Source: an optimization exercise on an open RTL-to-GDS flow (aim: small area, a short achievable clock period and few clock cycles per item). Production flows keep margins and buffers that such runs may drop. Where RTL was checked, it was by simulation tests only, not by an equivalence proof against the original. No functional check of the RTL was part of runs 1 and 2. Power is estimated from default activity; no workload was simulated.

==> design/flow/design.v <==
module SystolicArrayAxiWrapper(
    input axi_clk,
    input axi_rst_n,
    input s_axis_valid,
    input [47:0] s_axis_data,
    output s_axis_ready,
    output m_axis_valid,
    output [143:0] m_axis_data,
    input m_axis_ready
);
logic ovalid;    
logic [15:0] acc [0:8];
logic [1:0]  beat_in;   
logic        v1;        
logic        first, last;    
logic [47:0] d;
wire stall = first && ovalid && !m_axis_ready;
wire go = v1 && !stall;
assign s_axis_ready = !(v1 && stall);
assign m_axis_valid = ovalid;
wire fire = s_axis_valid && s_axis_ready;
always_ff @(posedge axi_clk) begin
    if (!axi_rst_n) begin
        beat_in <= 2'd0;
        v1 <= 1'b0;
        ovalid <= 1'b0;
    end else begin
        if (fire) beat_in <= (beat_in == 2'd2) ? 2'd0 : beat_in + 2'd1;
        if (s_axis_ready) v1 <= s_axis_valid;
        if (go && last) ovalid <= 1'b1;
        else if (m_axis_ready) ovalid <= 1'b0;
    end
end
always_ff @(posedge axi_clk) begin
    if (s_axis_ready) begin
        d <= s_axis_data;
        first <= (beat_in == 2'd0);
        last <= (beat_in == 2'd2);
    end
end
logic [3:0] one [0:2], two [0:2], neg [0:2];
genvar j, r;
generate
    for (j = 0; j < 3; j++) begin : g_enc
        wire [8:0] b = {d[24 + 8*j +: 8], 1'b0};
        for (r = 0; r < 4; r++) begin : g_dig
            assign one[j][r] = go & (b[2*r+1] ^ b[2*r]);
            assign two[j][r] = go & ((b[2*r+2] & ~b[2*r+1] & ~b[2*r]) | (~b[2*r+2] & b[2*r+1] & b[2*r]));
            assign neg[j][r] = go & b[2*r+2];
        end
    end
endgenerate
wire clr = go && first;
genvar i, jj;
generate
    for (i = 0; i < 3; i++) begin : g_row
        for (jj = 0; jj < 3; jj++) begin : g_col
            wire [15:0] sum;
            wire [15:0] start = clr ? 16'h0100 : acc[3*i+jj];
            Mac u_mac (.a(d[8*i +: 8]), .one(one[jj]), .two(two[jj]), .neg(neg[jj]), .act(go), .acc(start), .sum(sum));
            always_ff @(posedge axi_clk) acc[3*i+jj] <= sum;
            assign m_axis_data[16*(3*i+jj) +: 16] = acc[3*i+jj];
        end
    end
endgenerate
endmodule
module Mac(
    input [7:0] a,
    input [3:0] one, two, neg,
    input act,
    input [15:0] acc,
    output [15:0] sum
);
    wire p0 = (one[0] & a[0]) ^ neg[0];
    wire p1 = ((one[0] & a[1]) | (two[0] & a[0])) ^ neg[0];
    wire p2 = ((one[0] & a[2]) | (two[0] & a[1])) ^ neg[0];
    wire p3 = ((one[0] & a[3]) | (two[0] & a[2])) ^ neg[0];
    wire p4 = ((one[0] & a[4]) | (two[0] & a[3])) ^ neg[0];
    wire p5 = ((one[0] & a[5]) | (two[0] & a[4])) ^ neg[0];
    wire p6 = ((one[0] & a[6]) | (two[0] & a[5])) ^ neg[0];
    wire p7 = ((one[0] & a[7]) | (two[0] & a[6])) ^ neg[0];
    wire p8 = ((one[0] & a[7]) | (two[0] & a[7])) ^ neg[0];
    wire p9 = ~p8 & act;
    wire p10 = (one[1] & a[0]) ^ neg[1];
    wire p11 = ((one[1] & a[1]) | (two[1] & a[0])) ^ neg[1];
    wire p12 = ((one[1] & a[2]) | (two[1] & a[1])) ^ neg[1];
    wire p13 = ((one[1] & a[3]) | (two[1] & a[2])) ^ neg[1];
    wire p14 = ((one[1] & a[4]) | (two[1] & a[3])) ^ neg[1];
    wire p15 = ((one[1] & a[5]) | (two[1] & a[4])) ^ neg[1];
    wire p16 = ((one[1] & a[6]) | (two[1] & a[5])) ^ neg[1];
    wire p17 = ((one[1] & a[7]) | (two[1] & a[6])) ^ neg[1];
    wire p18 = ((one[1] & a[7]) | (two[1] & a[7])) ^ neg[1];
    wire p19 = ~p18 & act;
    wire p20 = (one[2] & a[0]) ^ neg[2];
    wire p21 = ((one[2] & a[1]) | (two[2] & a[0])) ^ neg[2];
    wire p22 = ((one[2] & a[2]) | (two[2] & a[1])) ^ neg[2];
    wire p23 = ((one[2] & a[3]) | (two[2] & a[2])) ^ neg[2];
    wire p24 = ((one[2] & a[4]) | (two[2] & a[3])) ^ neg[2];
    wire p25 = ((one[2] & a[5]) | (two[2] & a[4])) ^ neg[2];
    wire p26 = ((one[2] & a[6]) | (two[2] & a[5])) ^ neg[2];
    wire p27 = ((one[2] & a[7]) | (two[2] & a[6])) ^ neg[2];
    wire p28 = ((one[2] & a[7]) | (two[2] & a[7])) ^ neg[2];
    wire p29 = ~p28 & act;
    wire p30 = (one[3] & a[0]) ^ neg[3];
    wire p31 = ((one[3] & a[1]) | (two[3] & a[0])) ^ neg[3];
    wire p32 = ((one[3] & a[2]) | (two[3] & a[1])) ^ neg[3];
    wire p33 = ((one[3] & a[3]) | (two[3] & a[2])) ^ neg[3];
    wire p34 = ((one[3] & a[4]) | (two[3] & a[3])) ^ neg[3];
    wire p35 = ((one[3] & a[5]) | (two[3] & a[4])) ^ neg[3];
    wire p36 = ((one[3] & a[6]) | (two[3] & a[5])) ^ neg[3];
    wire p37 = ((one[3] & a[7]) | (two[3] & a[6])) ^ neg[3];
    wire p38 = ((one[3] & a[7]) | (two[3] & a[7])) ^ neg[3];
    wire p39 = ~p38 & act;
    wire s40 = neg[0] ^ acc[0] ^ p0;
    wire c41 = (neg[0] & acc[0]) | (neg[0] & p0) | (acc[0] & p0);
    wire s42 = acc[1] ^ p1 ^ c41;
    wire c43 = (acc[1] & p1) | (acc[1] & c41) | (p1 & c41);
    wire s44 = neg[1] ^ acc[2] ^ p10;
    wire c45 = (neg[1] & acc[2]) | (neg[1] & p10) | (acc[2] & p10);
    wire s46 = p2 ^ s44 ^ c43;
    wire c47 = (p2 & s44) | (p2 & c43) | (s44 & c43);
    wire s48 = acc[3] ^ p11 ^ p3;
    wire c49 = (acc[3] & p11) | (acc[3] & p3) | (p11 & p3);
    wire s50 = c45 ^ s48 ^ c47;
    wire c51 = (c45 & s48) | (c45 & c47) | (s48 & c47);
    wire s52 = neg[2] ^ acc[4] ^ p12;
    wire c53 = (neg[2] & acc[4]) | (neg[2] & p12) | (acc[4] & p12);
    wire s54 = p20 ^ p4 ^ c49;
    wire c55 = (p20 & p4) | (p20 & c49) | (p4 & c49);
    wire s56 = s52 ^ s54 ^ c51;
    wire c57 = (s52 & s54) | (s52 & c51) | (s54 & c51);
    wire s58 = acc[5] ^ p13 ^ p21;
    wire c59 = (acc[5] & p13) | (acc[5] & p21) | (p13 & p21);
    wire s60 = p5 ^ c53 ^ s58;
    wire c61 = (p5 & c53) | (p5 & s58) | (c53 & s58);
    wire s62 = c55 ^ s60 ^ c57;
    wire c63 = (c55 & s60) | (c55 & c57) | (s60 & c57);
    wire s64 = neg[3] ^ acc[6] ^ p14;
    wire c65 = (neg[3] & acc[6]) | (neg[3] & p14) | (acc[6] & p14);
    wire s66 = p22 ^ p30 ^ p6;
    wire c67 = (p22 & p30) | (p22 & p6) | (p30 & p6);
    wire s68 = c59 ^ s64 ^ s66;
    wire c69 = (c59 & s64) | (c59 & s66) | (s64 & s66);
    wire s70 = c61 ^ s68 ^ c63;
    wire c71 = (c61 & s68) | (c61 & c63) | (s68 & c63);
    wire s72 = acc[7] ^ p15 ^ p23;
    wire c73 = (acc[7] & p15) | (acc[7] & p23) | (p15 & p23);
    wire s74 = p31 ^ p7 ^ c65;
    wire c75 = (p31 & p7) | (p31 & c65) | (p7 & c65);
    wire s76 = c67 ^ s72 ^ c69;
    wire c77 = (c67 & s72) | (c67 & c69) | (s72 & c69);
    wire s78 = s74 ^ s76 ^ c71;
    wire c79 = (s74 & s76) | (s74 & c71) | (s76 & c71);
    wire s80 = acc[8] ^ p16 ^ p24;
    wire c81 = (acc[8] & p16) | (acc[8] & p24) | (p16 & p24);
    wire s82 = p32 ^ p9 ^ c73;
    wire c83 = (p32 & p9) | (p32 & c73) | (p9 & c73);
    wire s84 = s80 ^ c75 ^ s82;
    wire c85 = (s80 & c75) | (s80 & s82) | (c75 & s82);
    wire s86 = c77 ^ s84 ^ c79;
    wire c87 = (c77 & s84) | (c77 & c79) | (s84 & c79);
    wire s88 = acc[9] ^ p17 ^ p25;
    wire c89 = (acc[9] & p17) | (acc[9] & p25) | (p17 & p25);
    wire s90 = p33 ^ c81 ^ s88;
    wire c91 = (p33 & c81) | (p33 & s88) | (c81 & s88);
    wire s92 = c83 ^ s90 ^ c85;
    wire c93 = (c83 & s90) | (c83 & c85) | (s90 & c85);
    wire s94 = acc[10] ^ p19 ^ p26;
    wire c95 = (acc[10] & p19) | (acc[10] & p26) | (p19 & p26);
    wire s96 = p34 ^ c89 ^ s94;
    wire c97 = (p34 & c89) | (p34 & s94) | (c89 & s94);
    wire s98 = c91 ^ s96 ^ c93;
    wire c99 = (c91 & s96) | (c91 & c93) | (s96 & c93);
    wire s100 = acc[11] ^ p27 ^ p35;
    wire c101 = (acc[11] & p27) | (acc[11] & p35) | (p27 & p35);
    wire s102 = c95 ^ s100 ^ c97;
    wire c103 = (c95 & s100) | (c95 & c97) | (s100 & c97);
    wire s104 = acc[12] ^ p29 ^ p36;
    wire c105 = (acc[12] & p29) | (acc[12] & p36) | (p29 & p36);
    wire s106 = c101 ^ s104 ^ c103;
    wire c107 = (c101 & s104) | (c101 & c103) | (s104 & c103);
    wire s108 = acc[13] ^ p37 ^ c105;
    wire c109 = (acc[13] & p37) | (acc[13] & c105) | (p37 & c105);
    wire s110 = acc[14] ^ p39 ^ c109;
    wire c111 = (acc[14] & p39) | (acc[14] & c109) | (p39 & c109);
    wire [15:0] rx = {acc[15], s110, s108, s106, s102, s98, s92, s86, s78, s70, s62, s56, s50, s46, s42, s40};
    wire [15:0] ry = {c111, 1'b0, c107, 1'b0, c99, 1'b0, c87, 1'b0, 1'b0, 1'b0, 1'b0, 1'b0, 1'b0, 1'b0, 1'b0, 1'b0};
    assign sum = rx + ry;
endmodule
==> design/flow/run.sh <==
#!/bin/bash
# synth_recipe.tcl (not shown) runs the flow's synth.tcl, then flattens the netlist and writes it again
# the make line also repeats each setting of config.mk as NAME=value (left out here)
make -C /OpenROAD-flow-scripts/flow DESIGN_CONFIG=/design/flow/config.mk WORK_HOME=/design/flow/orfs CLKGATE_MAP_FILE= SYNTH_SCRIPT=/design/flow/synth_recipe.tcl finish
==> design/flow/config.mk <==
export PLATFORM = sky130hd
export DESIGN_NAME = SystolicArrayAxiWrapper
export DESIGN_NICKNAME = SystolicArrayAxiWrapper
export VERILOG_FILES = /design/flow/design.v
export SDC_FILE = /design/flow/constraint.sdc
export NUM_CORES = 4
export LEC_CHECK = 0
export CAP_MARGIN = 20
export CORE_MARGIN = 2
export CORE_UTILIZATION = 40
export SLEW_MARGIN = 20
==> design/flow/constraint.sdc <==
create_clock -name core_clock -period 6.5 [get_ports {axi_clk}]
set_input_delay 1.3000 -clock core_clock [delete_from_list [all_inputs] [get_ports {axi_clk}]]
set_output_delay 1.3000 -clock core_clock [all_outputs]
set_load 0.01 [all_outputs]
==> impl_metrics.env, run 1 <==
export IMPL_drive_above_1_share_pct=9.991
export IMPL_crit_type="input port to register"
export IMPL_peakVddDrop_mv=0.2359
export IMPL_worstMarginPinSlew_ns=1.104
export IMPL_finalWirelength_um=85990
export IMPL_area_growth_pct=15.35
export IMPL_slowest_stage="clkdlybuf4s50_1"
export IMPL_ant_nets=0
export IMPL_diodes=0
export IMPL_syn_inst=3070
export IMPL_groute_usage_overall_pct=27.14
export IMPL_critPathCaptureType="register"
export IMPL_vias_per_cell=5.808
export IMPL_critical_path_max_stage_delay_ns=0.47
export IMPL_synth_area_um2=24700
export IMPL_mostFrequentLayoutCells="o21ai_0 (339), nand2_1 (333), inv_1 (312)"
export IMPL_powerDensity_nw_per_um2=298.2
export IMPL_yosysWarnings=9
export IMPL_finalSetupViolCount=0
export IMPL_fin_crit_sh_pct=97.36
export IMPL_synth_edf_count=50
export IMPL_cts_tree="done"
export IMPL_die_h_um=252.5
export IMPL_path_delay_family="adder cells"
export IMPL_rows=91
export IMPL_synth_avg_cell_area_um2=8.047
export IMPL_startpoint_type="input port"
export IMPL_io_buffers=197
export IMPL_async_reset_ff_share_pct=0
export IMPL_ios=198
export IMPL_cp_num_buf_inv=7
export IMPL_critPathRequiredTime_ns=6.90
export IMPL_numCtsBuffers=17
export IMPL_finalClockSkew_ns=0.01716
export IMPL_maxSlewHeadroom_pct=26.39
export IMPL_grt_overflow=0
export IMPL_syn_num_nets=3469
export IMPL_cpMostUsedCell="fa_1"
export IMPL_total_power_mw=8.497
export IMPL_grt_max_degree=65
export IMPL_grt_antenna_before_repair=3
export IMPL_synth_seq_cells=198
export IMPL_core_area_um2=61370
export IMPL_outcome="finished clean"
export IMPL_worst_hold_path_type="register to register"
export IMPL_gp_congestion=0.9386
export IMPL_crit_chain="clkdlybuf4s50_1, nor2b_1, buf_6, or2_4, buf_4, and2_1, fa_1, fa_1, inv_1, fa_1, inv_1, fa_1, fa_1, fa_1, fa_1, inv_1, fa_1, inv_1, ha_1, ha_1, a21oi_1, nor2_1, o21ai_0, xnor2_1"
export IMPL_grt_pass1_vias=22810
export IMPL_final_common_cell="o21ai_0"
export IMPL_whs_ns=0.5006
export IMPL_dp_slack_ns=-0.6616
export IMPL_vias=22960
export IMPL_drtIter0Drc=2653
export IMPL_clock_sinks=198
export IMPL_cap_violations=0
export IMPL_finalSetupTns_ns=0
export IMPL_die_area_um2=63760
export IMPL_cts_root_buffer="clkbuf_16"
export IMPL_hold_viol_final=0
export IMPL_grt_pass1_wl_um=132900
export IMPL_synth_ff_type="dfxtp_1"
export IMPL_drv_slew=0
export IMPL_cp_max_fo=15
export IMPL_die_x_um=252.5
export IMPL_clk_latency_ns=0.52
export IMPL_max_clock_freq_mhz=158.0
export IMPL_clkTransAtPathRegs_ns=0.08
export IMPL_post_drt_wl_per_cell_um=21.75
export IMPL_yosysSeqAreaShare_pct=18.07
export IMPL_route_detailed_drc=0
export IMPL_dp_hpwl_um=62760
export IMPL_finalCriticalPeriod_ns=6.328
export IMPL_drt_first_pass_iters=7
export IMPL_start_util_pct=40.25
export IMPL_cts_buffer_depth=2
export IMPL_cts_htree_levels=4
export IMPL_p_leak_nw=12.10
export IMPL_fin_ws_ns=0.1719
export IMPL_cp_arrival_ns=6.73
export IMPL_synthDistinctLibCells=64
export IMPL_finalNetCount=3549
flip-flops by register name, indices dropped and copies added, names as in the netlist:
name and flops:
first 1, beat_in 2, d 48, v1 1, last 1, acc 144
ovalid 1
cell usage after synthesis, types with 31 or more instances:
cell,instances,area share (%)
xnor2_1,59,2.1
and2_1,75,1.9
inv_1,313,4.8
a21o_1,66,2.0
nor2_1,224,3.4
o21ai_0,344,7.0
a22oi_1,135,4.1
buf_2,93,1.9
mux2i_1,37,1.5
ha_1,41,2.1
nand2_1,333,5.1
a31o_2,31,1.1
clkbuf_1,209,3.2
fa_1,306,25
a21oi_1,155,3.1
dfxtp_1,148,12
xor2_1,57,2.0
edfxtp_1,50,6.1
maj3_1,39,1.6
worst reg2reg max path: cells and delay by family (launching register included):
| kind | cells | cell delay, ns |
|---|---|---|
| buffers and inverters | 3 | 0.19 |
| AOI/OAI and AO/OA | 4 | 0.76 |
| adders and majority gates | 8 | 2.87 |
| xor gates and xnor gates | 2 | 0.39 |
| and+or+nand+nor | 2 | 0.54 |
| DFF | 1 | 0.97 |
per-layer routing:
layer | track usage [%] | wire, um | share of wire, %
met5 | 0 | 21 | 0.024
met4 | 11.51 | 3403 | 4.0
met3 | 6.694 | 8288 | 9.6
met2 | 42.94 | 39960 | 46
met1 | 35.33 | 34310 | 40
power by group:
group | switching (mW) | total [mW] | internal [mW] | leakage (nW)
combinational | 2.66 | 5.12 | 2.47 | 10.1
sequential | 0.489 | 2.29 | 1.80 | 1.78
clock | 0.556 | 1.09 | 0.530 | 0.263
total | 3.70 | 8.50 | 4.79 | 12.1
area by class of cell:
cell class              count  area (um2)
repair buffers            396        3561
flip-flops and latches    198        4464
well taps                 790       988.4
inverters                 319        1197
multi-input cells        2218       17740
fillers                  5915       32870
clock buffers              22       444.2
clock inverters            10       96.34
kinds of logic after synthesis:
kind of cell | count (synthesis) | synth area share (%)
AOI/OAI and AO/OA | 923 | 23.62
and+or+nand+nor | 749 | 13.40
buffers and inverters | 656 | 10.56
adders and majority gates | 386 | 28.45
DFF | 198 | 18.07
xor gates and xnor gates | 119 | 4.310
muxes | 39 | 1.590
timing repair:
action / 4_1_cts / 5_1_grt
endpoints found under the setup margin: 2 / 32
hold endpoints to repair: 0 / 0
buffers inserted: 0 / 2
pin swaps: 1 / 5
hold buffers: 0 / 0
gates resized for setup: 2 / 42
gates cloned: 1 / 1
per-stage QoR:
| stage | cell area, um2 | util (%) | instances |
|---|---|---|---|
| after floorplan | 24700 | - | 3070 |
| after global placement | 27810 | 45.32 | 3917 |
| after detailed placement | 27810 | 45.32 | 3917 |
| after CTS | 28360 | 46.22 | 3950 |
| after global routing | 28500 | 46.43 | 3953 |
| final | 28500 | 46.43 | 3953 |
final timing paths:
path | start | to | slack, ns | cells after the start
max | m_axis_ready | acc[8][15] | 0.17 | 24
min | acc[6][0] | acc[6][0] | 0.50 | 2
max reg2reg | d[27] | acc[0][15] | 0.68 | 19
min reg2reg | acc[6][0] | acc[6][0] | 0.50 | 2
==> run 2, diff against run 1 <==
--- a/design/flow/design.v
+++ b/design/flow/design.v
@@ -11,30 +11,19 @@
 logic ovalid;    
 logic [15:0] acc [0:8];
-logic [1:0]  beat_in;   
-logic        v1;        
-logic        first, last;    
-logic [47:0] d;
-wire stall = first && ovalid && !m_axis_ready;
-wire go = v1 && !stall;
-assign s_axis_ready = !(v1 && stall);
+logic [1:0] beat;    
+assign s_axis_ready = !ovalid || m_axis_ready;
 assign m_axis_valid = ovalid;
-wire fire = s_axis_valid && s_axis_ready;
+wire go = s_axis_valid && s_axis_ready;
+wire first = (beat == 2'd0);
+wire last = (beat == 2'd2);
+wire [47:0] d = s_axis_data;
 always_ff @(posedge axi_clk) begin
     if (!axi_rst_n) begin
-        beat_in <= 2'd0;
-        v1 <= 1'b0;
+        beat <= 2'd0;
         ovalid <= 1'b0;
     end else begin
-        if (fire) beat_in <= (beat_in == 2'd2) ? 2'd0 : beat_in + 2'd1;
-        if (s_axis_ready) v1 <= s_axis_valid;
+        if (go) beat <= last ? 2'd0 : beat + 2'd1;
         if (go && last) ovalid <= 1'b1;
         else if (m_axis_ready) ovalid <= 1'b0;
-    end
-end
-always_ff @(posedge axi_clk) begin
-    if (s_axis_ready) begin
-        d <= s_axis_data;
-        first <= (beat_in == 2'd0);
-        last <= (beat_in == 2'd2);
     end
 end
==> impl_metrics.env, run 2 <==
export IMPL_finalWirelength_um=84500
export IMPL_gp_congestion=0.9112
export IMPL_groute_usage_overall_pct=28.58
export IMPL_startpoint="s_axis_valid"
export IMPL_busiest_layer="met2"
export IMPL_final_common_cell="nand2_1"
export IMPL_synth_adder_area_share_pct=30.33
export IMPL_clkTransAtPathRegs_ns=0.07
export IMPL_grt_overflow=0
export IMPL_synthTopCellsByArea="fa_1 (26%), dfxtp_1 (13%), o21ai_0 (7.3%), nand2_1 (5.7%), inv_1 (5.1%)"
export IMPL_die_x_um=244.7
export IMPL_fin_ws_ns=0.1949
export IMPL_max_flop_register="acc"
export IMPL_mostFrequentLayoutCells="nand2_1 (351), o21ai_0 (331), inv_1 (309)"
export IMPL_ant_nets=0
export IMPL_finalCriticalPeriod_ns=6.305
export IMPL_fin_util_pct=48.69
export IMPL_drt_first_pass_iters=6
export IMPL_finalNetCount=3608
export IMPL_powerDensity_nw_per_um2=340.2
export IMPL_gr_usage_met1_pct=40.87
export IMPL_critPathRequiredTime_ns=6.95
export IMPL_critPathCaptureType="register"
export IMPL_grt_pass1_wl_um=132100
export IMPL_synth_top_area_share_pct=26.43
export IMPL_peakVddDrop_mv=0.2568
export IMPL_io_buffers=197
export IMPL_yosysWarnings=9
export IMPL_drtIter0Drc=2644
export IMPL_route_detailed_drc=0
export IMPL_grt_max_degree=57
export IMPL_finalClockSkew_ns=0.01559
export IMPL_die_area_um2=59880
export IMPL_diodes=0
export IMPL_synth_compound_area_share_pct=24.44
export IMPL_fin_crit_sh_pct=97.00
export IMPL_clock_sinks=147
export IMPL_synth_area_um2=23170
export IMPL_r2r_end="acc[4][15]"
export IMPL_syn_inst=3007
export IMPL_cap_violations=0
export IMPL_outcome="finished clean"
export IMPL_cts_buffer_depth=2
export IMPL_synthDistinctLibCells=65
export IMPL_grt_pass1_vias=22290
export IMPL_drv_slew=0
export IMPL_async_reset_ff_share_pct=0
export IMPL_area_growth_pct=20.75
export IMPL_syn_num_nets=3406
export IMPL_cp_max_fo=6
export IMPL_rr_startpoint="beat[1]"
export IMPL_cts_htree_levels=4
export IMPL_ys_top_cells_by_count="nand2_1 (352), o21ai_0 (337), inv_1 (316)"
export IMPL_yosys_area_share_simple_pct=14.48
export IMPL_yosysMostFrequentCell="nand2_1"
export IMPL_synth_edf_count=0
export IMPL_clk_latency_ns=0.51
export IMPL_max_clock_freq_mhz=158.6
export IMPL_ios=198
export IMPL_vias_per_cell=5.703
export IMPL_startpoint_type="input port"
export IMPL_drive_above_1_share_pct=15.24
export IMPL_synth_top_family_by_area="adder cells"
export IMPL_cts_hold_buf=0
export IMPL_grt_antenna_before_repair=2
export IMPL_largest_reg_flops=144
export IMPL_met2_usage_pct=42.44
export IMPL_numCtsBuffers=17
export IMPL_use_met3_pct=5.511
export IMPL_worst_r2r_setup_slack_ns=1.09
export IMPL_core_area_um2=57480
export IMPL_synth_seq_cells=147
export IMPL_crit_type="input port to register"
export IMPL_vias=22740
export IMPL_die_h_um=244.7
export IMPL_cts_root_buffer="clkbuf_16"
export IMPL_dp_slack_ns=-0.7724
export IMPL_synth_avg_cell_area_um2=7.707
export IMPL_maxSlewHeadroom_pct=41.41
export IMPL_whs_ns=0.5050
export IMPL_yosysSeqAreaShare_pct=12.70
export IMPL_rr_worst_depth=22
export IMPL_worstMarginPinSlew_ns=0.8696
export IMPL_p_leak_nw=12.20
export IMPL_endpoint="acc[4][15]"
export IMPL_finalSetupViolCount=0
export IMPL_dp_hpwl_um=62940
export IMPL_synth_top_area_cell="fa_1"
export IMPL_reg_top3="acc: 144 flops, beat: 2 flops, ovalid: 1 flops"
export IMPL_rsz0062_at_grt="true"
export IMPL_synth_xor_xnor_area_share_pct=4.498
export IMPL_cts_tree="done"
export IMPL_worst_hold_path_type="register to register"
export IMPL_synthMuxAreaShare_pct=1.992
export IMPL_cp_arrival_ns=6.75
export IMPL_hold_start="beat[1]"
export IMPL_rows=88
export IMPL_post_drt_wl_per_cell_um=21.19
export IMPL_start_util_pct=40.32
export IMPL_synth_ff_type="dfxtp_1"
export IMPL_hold_viol_final=0
[run 2: cell types whose count changed in the layout (fill, tap and decap cells not counted), sizes merged, moves of 6 or more]
cell | previous run | this run
edfxtp | 50 | 0
nor2 | 225 | 233
buf | 199 | 321
a22oi | 135 | 125
clkdlybuf4s50 | 197 | 189
a41o | 6 | 0
nand4b | 10 | 0
mux2 | 2 | 9
nand2 | 333 | 352
nand3 | 20 | 11
nor2b | 27 | 21
a21oi | 155 | 137
a31oi | 19 | 31
[run 2: final cells by class]
class                           count  area, um2
Multi-Input combinational cell   2212      17780
Clock buffer                       19      452.9
Fill cell                        5586      29490
Clock inverter                     13      150.1
Inverter                          321       1205
Sequential cell                   147       2943
Tap cell                          765      957.2
Timing Repair Buffer              510       4498
[run 2: timing repair]
| item | in CTS | in global routing |
|---|---|---|
| pin swaps | 2 | 21 |
| setup endpoints to repair | 16 | 30 |
| buffers inserted | 0 | 2 |
| gates cloned | 2 | 0 |
| resized for setup | 24 | 47 |
[run 2: metal layers]
layer	wire [um]	vias to the layer above
met3	7306	163
li1	-	10340
met2	36850	1134
met5	26	-
met4	2903	4
met1	37420	11090
[run 2: worst min-delay path by stage]
stage / to / cells after the start
global route: acc[5][0] / 2
finish: beat[1] / 2
global placement: beat[1] / 2
floorplan: beat[1] / 2
CTS: beat[1] / 2
detailed placement: beat[1] / 2
[run 2: power breakdown]
part / switching, mW / internal, mW
Clock: 0.506 / 0.589
Combinational: 3.40 / 3.20
Sequential: 0.371 / 1.46
Total: 4.28 / 5.24
[run 2: worst max-delay path: stages]
cell	delay [ns]
clkdlybuf4s50_1	0.46
or3b_4	0.43
nand2b_4	0.22
buf_4	0.17
and2_4	0.15
fa_1	0.39
fa_1	0.42
inv_1	0.09
fa_1	0.17
inv_1	0.05
fa_1	0.43
fa_2	0.36
fa_2	0.42
fa_1	0.42
inv_1	0.09
fa_1	0.18
inv_1	0.05
ha_1	0.22
ha_2	0.23
a21oi_4	0.16
nor2_1	0.07
o21ai_1	0.14
xnor2_1	0.12
[run 2: cell families after synthesis]
logic type                 count (synthesis)
DFF                                      147
xor gates and xnor gates                 119
adders and majority gates                386
muxes                                     45
buffers and inverters                    650
and+or+nand+nor                          760
AOI/OAI and AO/OA                        900
[run 2: metrics by stage]
step | setup TNS, ns | power, mW | area [um2] | cells
after floorplan | 0 | 5.652 | 23170 | 3007
after global placement | -22.26 | 8.072 | 27160 | 3951
after detailed placement | -25.84 | 8.252 | 27160 | 3951
after CTS | 0 | 9.512 | 27840 | 3985
after global routing | -0.07657 | 10.49 | 27980 | 3987
final | 0 | 9.519 | 27980 | 3987
==> run 3, diff against run 2 <==
--- a/design/flow/design.v
+++ b/design/flow/design.v
@@ -11,19 +11,30 @@
 logic ovalid;    
 logic [15:0] acc [0:8];
-logic [1:0] beat;    
-assign s_axis_ready = !ovalid || m_axis_ready;
+logic [1:0]  beat_in;   
+logic        v1;        
+logic        first, last;    
+logic [47:0] d;
+wire stall = first && ovalid && !m_axis_ready;
+wire go = v1 && !stall;
+assign s_axis_ready = !(v1 && stall);
 assign m_axis_valid = ovalid;
-wire go = s_axis_valid && s_axis_ready;
-wire first = (beat == 2'd0);
-wire last = (beat == 2'd2);
-wire [47:0] d = s_axis_data;
+wire fire = s_axis_valid && s_axis_ready;
 always_ff @(posedge axi_clk) begin
     if (!axi_rst_n) begin
-        beat <= 2'd0;
+        beat_in <= 2'd0;
+        v1 <= 1'b0;
         ovalid <= 1'b0;
     end else begin
-        if (go) beat <= last ? 2'd0 : beat + 2'd1;
+        if (fire) beat_in <= (beat_in == 2'd2) ? 2'd0 : beat_in + 2'd1;
+        if (s_axis_ready) v1 <= s_axis_valid;
         if (go && last) ovalid <= 1'b1;
         else if (m_axis_ready) ovalid <= 1'b0;
+    end
+end
+always_ff @(posedge axi_clk) begin
+    if (s_axis_ready) begin
+        d <= s_axis_data;
+        first <= (beat_in == 2'd0);
+        last <= (beat_in == 2'd2);
     end
 end
@@ -34,11 +45,12 @@
         wire [8:0] b = {d[24 + 8*j +: 8], 1'b0};
         for (r = 0; r < 4; r++) begin : g_dig
-            assign one[j][r] = go & (b[2*r+1] ^ b[2*r]);
-            assign two[j][r] = go & ((b[2*r+2] & ~b[2*r+1] & ~b[2*r]) | (~b[2*r+2] & b[2*r+1] & b[2*r]));
-            assign neg[j][r] = go & b[2*r+2];
+            assign one[j][r] = gate & (b[2*r+1] ^ b[2*r]);
+            assign two[j][r] = gate & ((b[2*r+2] & ~b[2*r+1] & ~b[2*r]) | (~b[2*r+2] & b[2*r+1] & b[2*r]));
+            assign neg[j][r] = gate & b[2*r+2];
         end
     end
 endgenerate
-wire clr = go && first;
+wire gate = 1'b1;
+wire clr = first;
 genvar i, jj;
 generate
@@ -47,6 +59,6 @@
             wire [15:0] sum;
             wire [15:0] start = clr ? 16'h0100 : acc[3*i+jj];
-            Mac u_mac (.a(d[8*i +: 8]), .one(one[jj]), .two(two[jj]), .neg(neg[jj]), .act(go), .acc(start), .sum(sum));
-            always_ff @(posedge axi_clk) acc[3*i+jj] <= sum;
+            Mac u_mac (.a(d[8*i +: 8]), .one(one[jj]), .two(two[jj]), .neg(neg[jj]), .act(gate), .acc(start), .sum(sum));
+            always_ff @(posedge axi_clk) if (go) acc[3*i+jj] <= sum;
             assign m_axis_data[16*(3*i+jj) +: 16] = acc[3*i+jj];
         end
--- a/design/flow/config.mk
+++ b/design/flow/config.mk
@@ -9,3 +9,4 @@
 export CORE_MARGIN = 2
 export CORE_UTILIZATION = 40
+export SETUP_SLACK_MARGIN = 2.5
 export SLEW_MARGIN = 20
==> impl_metrics.env, run 3 <==
export IMPL_synth_compound_area_share_pct=21.27
export IMPL_fin_util_pct=49.62
export IMPL_clkTransAtPathRegs_ns=0.08
export IMPL_cp_max_fo=4
export IMPL_final_common_cell="inv_1"
export IMPL_yosys_area_share_simple_pct=12.91
export IMPL_syn_num_nets=3258
export IMPL_cp_num_buf_inv=4
export IMPL_reg_top3="acc: 144 flops, d: 48 flops, beat_in: 2 flops"
export IMPL_p_leak_nw=13.04
export IMPL_grt_pass1_wl_um=139100
export IMPL_finalClockSkew_ns=0.01520
export IMPL_synth_top_family_by_area="adder cells"
export IMPL_max_flop_register="acc"
export IMPL_cts_htree_levels=4
export IMPL_finalSetupViolCount=0
export IMPL_powerDensity_nw_per_um2=354.6
export IMPL_finalSetupTns_ns=0
export IMPL_startpoint="d[41]"
export IMPL_peakVddDrop_mv=0.2139
export IMPL_start_util_pct=40.38
export IMPL_synth_top_area_share_pct=22.59
export IMPL_drtIter0Drc=2698
export IMPL_grt_max_degree=145
export IMPL_synth_avg_cell_area_um2=9.483
export IMPL_r2r_end="acc[8][15]"
export IMPL_finalNetCount=3403
export IMPL_dp_cells=3684
export IMPL_hold_start="beat_in[0]"
export IMPL_drv_slew=0
export IMPL_seq_power_share_pct=21.9
export IMPL_cpMostUsedCell="fa_2"
export IMPL_drive_above_1_share_pct=20.84
export IMPL_die_area_um2=69900
export IMPL_slowest_stage="fa_2"
export IMPL_vias=23230
export IMPL_clock_sinks=198
export IMPL_startpoint_type="register"
export IMPL_worstMarginPinSlew_ns=1.180
export IMPL_hold_viol_final=0
export IMPL_rr_worst_depth=19
export IMPL_ant_nets=0
export IMPL_synth_area_um2=27120
export IMPL_outcome="finished clean"
export IMPL_critical_path_max_stage_delay_ns=0.54
export IMPL_synth_top_area_cell="fa_1"
export IMPL_max_clock_freq_mhz=196.7
export IMPL_cts_root_buffer="clkbuf_16"
export IMPL_path_delay_family="adder cells"
export IMPL_critPathCaptureType="register"
export IMPL_whs_ns=0.4980
export IMPL_rows=95
export IMPL_layout_cells_non_filler=3891
export IMPL_async_reset_ff_share_pct=0
export IMPL_total_power_mw=11.82
export IMPL_maxSlewHeadroom_pct=21.33
export IMPL_ios=198
export IMPL_gp_congestion=0.8783
export IMPL_synth_ff_type="edfxtp_1"
export IMPL_synthTopCellsByArea="fa_1 (23%), edfxtp_1 (21%), inv_1 (3.8%), buf_2 (3.4%), a21oi_1 (3.2%)"
export IMPL_route_detailed_drc=0
export IMPL_synthMuxAreaShare_pct=1.998
export IMPL_die_x_um=264.4
export IMPL_min_to="beat_in[0]"
export IMPL_largest_reg_flops=144
export IMPL_core_area_um2=67160
export IMPL_yosysWarnings=9
export IMPL_mostFrequentLayoutCells="inv_1 (240), fa_1 (220), clkdlybuf4s50_1 (197)"
export IMPL_groute_usage_overall_pct=26.10
export IMPL_critPathRequiredTime_ns=6.76
export IMPL_fin_crit_sh_pct=78.20
export IMPL_yosysMostFrequentCell="fa_1"
export IMPL_post_drt_wl_per_cell_um=23.72
export IMPL_numCtsBuffers=17
export IMPL_synth_xor_xnor_area_share_pct=4.650
export IMPL_area_growth_pct=22.88
export IMPL_holdPathStages=2
export IMPL_finalWirelength_um=92280
export IMPL_yosysSeqAreaShare_pct=21.78
export IMPL_cts_hold_buf=0
export IMPL_clk_latency_ns=0.52
export IMPL_p_sw_mw=5.105
export IMPL_synth_seq_cells=198
export IMPL_grt_overflow=0
export IMPL_diodes=0
export IMPL_synth_adder_area_share_pct=27.21
export IMPL_vias_per_cell=5.969
export IMPL_cap_violations=0
export IMPL_crit_chain="buf_6, xor2_4, and2_4, a221o_1, fa_2, inv_2, fa_2, fa_2, fa_2, fa_2, fa_2, inv_2, fa_2, inv_2, ha_4, ha_4, a21oi_4, o21ai_2, xnor2_1"
export IMPL_cp_arrival_ns=5.34
export IMPL_synthDistinctLibCells=62
export IMPL_worst_hold_path_type="register to register"
export IMPL_crit_type="register to register"
export IMPL_power_frac_clock_pct=9.8
export IMPL_syn_inst=2860
export IMPL_cts_buffer_depth=2
export IMPL_p_comb_share_pct=68.3
export IMPL_drt_first_pass_iters=7
export IMPL_rsz0062_at_grt="true"
export IMPL_die_h_um=264.4
export IMPL_worst_r2r_setup_slack_ns=1.42
export IMPL_ys_top_cells_by_count="fa_1 (306), inv_1 (278), edfxtp_1 (194)"
export IMPL_cts_tree="done"
export IMPL_finalCriticalPeriod_ns=5.083
export IMPL_io_buffers=197
export IMPL_intPower_mw=6.713
export IMPL_swShare_pct=43.20
export IMPL_rr_startpoint="d[41]"
export IMPL_grt_antenna_before_repair=1
export IMPL_dp_hpwl_um=60090
export IMPL_grt_pass1_vias=22120
export IMPL_synth_edf_count=194
## run 3: metrics by stage
stage	cell area (um2)	worst slack (ns)
floorplan	27860	1.701
global placement	30080	1.006
detailed placement	30090	0.8440
CTS	32650	1.464
global route	33330	1.310
finish	33330	1.417
## run 3: per-layer routing
layer	routed length (um)	GRT usage [%]	vias up
met5	24	0	-
met4	2180	7.448	4
met3	7161	4.162	124
met2	41470	39.52	1045
met1	41450	38.52	11730
li1	-	-	10320
## run 3: how the worst max path moves through the flow
stage	slack (ns)	depth (start not counted)	end
2_1_floorplan	1.70	20	acc[3][15]
3_3_place_gp	1.01	19	acc[3][15]
3_5_place_dp	0.84	19	acc[3][15]
4_1_cts	1.46	19	acc[8][15]
5_1_grt	1.31	19	acc[8][15]
6_report	1.42	19	acc[8][15]
## run 3: logic make-up (layout without fill, tap and decap cells)
family,Yosys count,in the layout
AOI/OAI and AO/OA,789,789
xor gates and xnor gates,141,141
and+or+nand+nor,613,613
adders and majority gates,421,421
buffers and inverters,647,805
DFF,198,198
muxes,51,51
## run 3: area by class of cell
cell class	instances	area (um2)
clock buffers	18	439.2
clock inverters	14	140.1
fillers	5985	33830
inverters	288	1099
multi-input cells	2015	19580
flip-flops and latches	198	5906
well taps	873	1092
repair buffers	485	5071
## run 3: tightest hold or removal path: stages, from the launching register on
cell and delay (ns):
dfxtp_1 0.34, nand2_1 0.06, mux2i_1 0.06
## run 3: timing repair
item | in CTS | in global routing
setup buffers | 129 | 31
resized for setup | 153 | 78
cloned | 10 | 5
pin swaps | 27 | 24
endpoints found under the setup margin | 89 | 81
## run 3: power by group through the flow
stage / clock network [mW] / registers [mW] / logic, mW
2_1_floorplan: 0 / 2.62 / 4.71
3_3_place_gp: 0 / 2.65 / 6.73
3_5_place_dp: 0 / 2.64 / 6.99
4_1_cts: 1.20 / 2.59 / 7.67
5_1_grt: 1.23 / 2.62 / 8.94
6_report: 1.16 / 2.59 / 8.07
Testbench counts of run 3, summed over its fixed seeds: cycles 976, items 320.

## re-timing with driven ports
No port has a modelled driver above. Below, the same layouts with a new extraction and two added sets of constraints.
Step 1, drivers: a clkbuf_16 drives axi_clk and a buf_2 each remaining input, both assumed.
Step 2 times the ports against the registers' clock, not the clock port: input delays grow and output delays shrink by t, the midpoint of the rising clock arrivals with the driver on.
Three values: ideal, step 1, step 2; two values: the first two.
run	shift t [ns]	slack for setup (ns)	worst setup path after step 2	worst register clock-pin slew, ns
run 1	0.579	0.172 / 0.211 / -0.368	input to register	0.09 / 0.09
run 2	0.565	0.195 / 0.224 / -0.340	input to register	0.08 / 0.08
run 3	0.573	1.417 / 1.417 / 1.417	register to register	0.09 / 0.09
With both steps, setup timing fails in run 1 and run 2, where it was met with ideal ports. For run 1, which loses most, drivers alone change the setup slack by +0.039 ns; drivers and shift together by -0.540 ns.
